Background: an optimization exercise with open tools, aiming at small area. Do not read the settings as production practice. In this exercise RTL edits were held to simulation tests only and were not proved equivalent to the original. Power and IR drop assume default switching activity.

## axi_regs
module axi_regs #(
    parameter AXI_ADDR_WIDTH = 32,  
    parameter logic [31:0] BASEADDR = 32'h00000000  
    ) (
    input  wire                      axi_aclk,
    input  wire                      axi_aresetn,
    input  wire [AXI_ADDR_WIDTH-1:0] s_axi_awaddr,
    input  wire [2:0]                s_axi_awprot,
    input  wire                      s_axi_awvalid,
    input  wire [7:0]                s_axi_awid,
    input  wire [7:0]                s_axi_awlen,
    input  wire [2:0]                s_axi_awsize,
    output wire                      s_axi_awready,
    input  wire [31:0]               s_axi_wdata,
    input  wire [3:0]                s_axi_wstrb,
    input  wire                      s_axi_wvalid,
    input  wire                      s_axi_wlast,
    output wire                      s_axi_wready,
    input  wire [AXI_ADDR_WIDTH-1:0] s_axi_araddr,
    input  wire [2:0]                s_axi_arprot,
    input  wire                      s_axi_arvalid,
    input  wire [7:0]                s_axi_arid,
    input  wire [7:0]                s_axi_arlen,
    input  wire [2:0]                s_axi_arsize,
    output wire                      s_axi_arready,
    output wire [31:0]               s_axi_rdata,
    output wire [1:0]                s_axi_rresp,
    output wire                      s_axi_rvalid,
    output wire [7:0]                s_axi_rid,
    output wire                      s_axi_rlast,
    input  wire                      s_axi_rready,
    output wire [1:0]                s_axi_bresp,
    output wire                      s_axi_bvalid,
    output wire [7:0]                s_axi_bid,
    input  wire                      s_axi_bready,
    output wire reg0_strobe,  
    output wire [31:0] reg0_value,  
    output wire reg1_strobe,  
    output wire [31:0] reg1_value,  
    output wire reg2_strobe,  
    output wire [31:0] reg2_value,  
    output wire reg3_strobe,  
    output wire [31:0] reg3_value,  
    output wire reg4_strobe,  
    input wire [31:0] reg4_value,  
    output wire reg5_strobe,  
    output wire [31:0] reg5_value,  
    input wire reg6_value_set,  
    output wire reg7_strobe,  
    output wire [31:0] reg7_value,  
    output wire reg8_strobe,  
    output wire [31:0] reg8_value,  
    output wire reg9_strobe,  
    output wire [31:0] reg9_value,  
    output wire reg10_strobe,  
    output wire [31:0] reg10_value,  
    output wire reg11_strobe,  
    output wire [31:0] reg11_value,  
    output wire reg12_strobe,  
    output wire [31:0] reg12_value,  
    output wire reg13_strobe,  
    output wire [31:0] reg13_value,  
    output wire reg14_strobe,  
    output wire [31:0] reg14_value,  
    output wire reg15_strobe,  
    output wire [31:0] reg15_value,  
    output wire reg16_strobe,  
    output wire [31:0] reg16_value,  
    output wire reg17_strobe,  
    output wire [31:0] reg17_value,  
    output wire reg18_strobe,  
    output wire [31:0] reg18_value,  
    output wire reg19_strobe,  
    output wire [31:0] reg19_value,  
    output wire reg20_strobe,  
    output wire [31:0] reg20_value,  
    output wire reg21_strobe,  
    output wire [31:0] reg21_value,  
    output wire reg22_strobe,  
    output wire [31:0] reg22_value,  
    output wire reg23_strobe,  
    output wire [31:0] reg23_value,  
    output wire reg24_strobe,  
    output wire [31:0] reg24_value,  
    output wire reg25_strobe,  
    output wire [31:0] reg25_value,  
    output wire reg26_strobe,  
    output wire [31:0] reg26_value,  
    output wire reg27_strobe,  
    output wire [31:0] reg27_value,  
    output wire reg28_strobe,  
    output wire [31:0] reg28_value,  
    output wire reg29_strobe,  
    output wire [31:0] reg29_value,  
    output wire reg30_strobe,  
    output wire [31:0] reg30_value,  
    output wire reg31_strobe,  
    output wire [31:0] reg31_value  
    );
Size in the first run: about 1,100 flip-flops, ~48,000 um2 of cells after synthesis.
clock: 5.0 ns
lec_check: 0
cap_margin: 20
core_margin: 2
core_utilization: 40
place_density: 0.6
slew_margin: 20
run.sh (not shown) runs the stock make flow with config.mk's settings and CLKGATE_MAP_FILE= SYNTH_SCRIPT=/design/flow/synth_recipe.tcl, a recipe that flattens the netlist after the stock synthesis.
Change:
==> flow/flow/run.sh (new file) <==
#!/bin/bash
# Standard ORFS layout; the port buffers use the smallest buffer cell.
export BUFFER_PORTS_ARGS="-buffer_cell sky130_fd_sc_hd__buf_1"
bash standard.sh > standard.log 2>&1
==> flow/standard.sh (new file) <==
#!/bin/bash
# synth_recipe.tcl (not shown) runs the flow's synth.tcl, then flattens the netlist and writes it again
# the make line also repeats each setting of config.mk as NAME=value (left out here)
make -C /OpenROAD-flow-scripts/flow DESIGN_CONFIG=/design/flow/config.mk WORK_HOME=/design/flow/orfs CLKGATE_MAP_FILE= SYNTH_SCRIPT=/design/flow/synth_recipe.tcl "${@:-finish}"
removed: flow/run.sh
After rerunning: Sequential power stays flat; final cell count stays flat; design area goes down by 12%; clock skew rose by 6.0 ps; die area stays the same; worst hold slack loses 120 ps.

## afterwards: timing with drivers on the ports
The results above use ideal ports. As a check the final layouts listed here were re-extracted and re-timed, cells and wires unchanged.
Step 1 (the two cells are an assumption about what drives the block):
set clk [get_ports {axi_aclk}]
set_driving_cell -lib_cell sky130_fd_sc_hd__clkbuf_16 $clk
set_driving_cell -lib_cell sky130_fd_sc_hd__buf_2 [delete_from_list [all_inputs] $clk]
Step 2, shift: input delay + t, output delay - t, t = (earliest + latest rising clock arrival at the registers) / 2. This alone moves slack from input paths to output paths.
Three values: no drivers, after step 1, after step 2; two values: the first two.
| run | t (ns) | setup slack, ns | worst register clock-pin slew, ns |
|---|---|---|---|
| the first run | 0.819 | 0.207 / 0.124 / 0.431 | 0.07 / 0.07 |
| the second run | 0.803 | 0.534 / 0.534 / 0.534 | 0.07 / 0.07 |
After both steps every run listed still meets setup and hold.
